From an optimization exercise on the open Yosys and OpenROAD flow, aimed at small area and a short achievable clock period; shortcuts taken in it are not production practice.
The RTL was checked by simulation tests, not by an equivalence proof against the original design.
No activity file was given, so power comes from the tool's default toggle rates.

== rev 12 ==
Design arm_core, start of the top module:
module arm_core #(parameter N = 64)
	(input  logic CLOCK_50, reset,
	 output logic [N-1:0] IM_addr,
	 input  logic [31:0] IM_readData,
	 output logic [N-1:0] DM_writeData, DM_addr,
	 output logic DM_writeEnable, DM_readEnable,
	 input  logic [N-1:0] DM_readData);
	function automatic logic [63:0] ks_add64(input logic [63:0] a, b, input logic ci);
		logic [63:0] p, g, pp, gg, c;
		p = a ^ b;
		g = a & b;
		pp = p; gg = g;
		for (int d = 1; d < 64; d = d * 2) begin
			for (int i = 63; i >= d; i--) begin
				gg[i] = gg[i] | (pp[i] & gg[i-d]);
				pp[i] = pp[i] & pp[i-d];
			end
		end
		c = {gg[62:0] | (pp[62:0] & {63{ci}}), ci};
		ks_add64 = p ^ c;
	endfunction
	logic [63:0] pc_q;
	logic        m_taken;
	logic [63:0] m_res;
	assign IM_addr = pc_q;
	always_ff @(posedge CLOCK_50, posedge reset)
		if (reset) pc_q[63:2] <= 62'd0;
		else       pc_q[63:2] <= m_taken ? m_res[63:2] : pc_q[63:2] + 62'd1;
	assign pc_q[1:0] = 2'b00;
	logic [31:0] ins;
	assign ins = IM_readData;
	logic f_add, f_sub, f_and, f_orr, f_ld, f_st, f_cbz;
	assign f_add = ins[31:21] == 11'b10001011000;
	assign f_sub = ins[31:21] == 11'b11001011000;
	assign f_and = ins[31:21] == 11'b10001010000;
	assign f_orr = ins[31:21] == 11'b10101010000;
	assign f_ld  = ins[31:21] == 11'b11111000010;
	assign f_st  = ins[31:21] == 11'b11111000000;
	assign f_cbz = ins[31:24] == 8'b10110100;
	logic [63:0] regs [0:30];
	logic [30:0] written;
	logic [30:0] m_wen;    
	logic        m_ld;
	logic [63:0] wdata;
	assign wdata = m_ld ? DM_readData : m_res;
	genvar g;
	generate
  ...
==> flow/config.mk <==
export PLATFORM = sky130hd
export DESIGN_NAME = arm_core
export DESIGN_NICKNAME = arm_core
export VERILOG_FILES = /design/flow/design.v
export SDC_FILE = /design/flow/constraint.sdc
export NUM_CORES = 4
export LEC_CHECK = 0
export CAP_MARGIN = 20
export CORE_MARGIN = 2
export CORE_UTILIZATION = 40
export CTS_CLUSTER_DIAMETER = 80
export CTS_CLUSTER_SIZE = 24
export PLACE_DENSITY = 0.55
export SLEW_MARGIN = 20
export TNS_END_PERCENT = 100
==> flow/constraint.sdc <==
create_clock -name core_clock -period 10.0 [get_ports {CLOCK_50}]
set_input_delay 2.0000 -clock core_clock [delete_from_list [all_inputs] [get_ports {CLOCK_50}]]
set_output_delay 2.0000 -clock core_clock [all_outputs]
set_load 0.01 [all_outputs]
standard.sh (not shown) runs the stock make flow with config.mk's settings and CLKGATE_MAP_FILE= SYNTH_SCRIPT=/design/flow/synth_recipe.tcl, a recipe that flattens the netlist after the stock synthesis.
==> flow/flow/run.sh <==
#!/bin/bash
# Own layout flow: the standard ORFS flow (standard.sh, standard synthesis
# unchanged), with plain buffers (not delay cells) on the ports and a tighter
# setup repair target. Each tool's output goes to a log file in this folder.
set -euo pipefail
export BUFFER_PORTS_ARGS="-buffer_cell sky130_fd_sc_hd__buf_2"
bash standard.sh SETUP_SLACK_MARGIN=6.5 finish > run_make.log 2>&1
Input-level comparison between rev 13 and rev 12:
--- a/flow/flow/run.sh
+++ b/flow/flow/run.sh
@@ -6,2 +6,2 @@
 export BUFFER_PORTS_ARGS="-buffer_cell sky130_fd_sc_hd__buf_2"
-bash standard.sh SETUP_SLACK_MARGIN=6.5 finish > run_make.log 2>&1
+bash standard.sh SETUP_SLACK_MARGIN=7 finish > run_make.log 2>&1
Results
Status | rev 12 and rev 13 | clean. Rev 13 ends up with lower total power than rev 12 does. Rev 13 vs. rev 12: overall global routing resource usage went down by 0.19 points. Rev 13 ends up with a total power per unit cell area that is about 3.3% lower than in rev 12. Looking at reg2reg setup slack across both flows, rev 13 is the stronger of the two, with rev 12 trailing. The critical path endpoint comes out e_b[49]$_DFF_P_ in one run and IM_addr[42] in the other, namely in rev 12 and rev 13 respectively. In the reports for rev 12 and rev 13, the smaller worst IR drop on VDD belongs to rev 13. Setup WNS rev 12 -> rev 13: better.

-- separate check: timing with driven ports --
The flow's constraints put no driver on any port. The routed layouts listed below were extracted and timed again, unchanged, in two steps.
Step 1 assumes that a clkbuf_16 drives the clock port and a buf_2 every other input.
Step 2, shift: input delay + t, output delay - t, t = (earliest + latest rising clock arrival at the registers) / 2. This alone moves slack from input paths to output paths.
Three values: ideal, step 1, step 2; two values: the first two.
| run | t, ns | setup slack, ns | worst setup path after step 2 | latest minus earliest clock arrival (ns) | pins driven straight from the clock port |
|---|---|---|---|---|---|
| rev 12 | 0.951 | 6.256 / 6.256 / 5.904 | input to register | 0.040 / 0.040 | 1 |
| rev 13 | 0.966 | 6.474 / 6.370 / 6.119 | input to register | 0.047 / 0.047 | 1 |
After both steps setup and hold are still met in every run listed. For rev 13, which loses most, drivers alone change the setup slack by -0.104 ns; drivers and shift together by -0.355 ns.
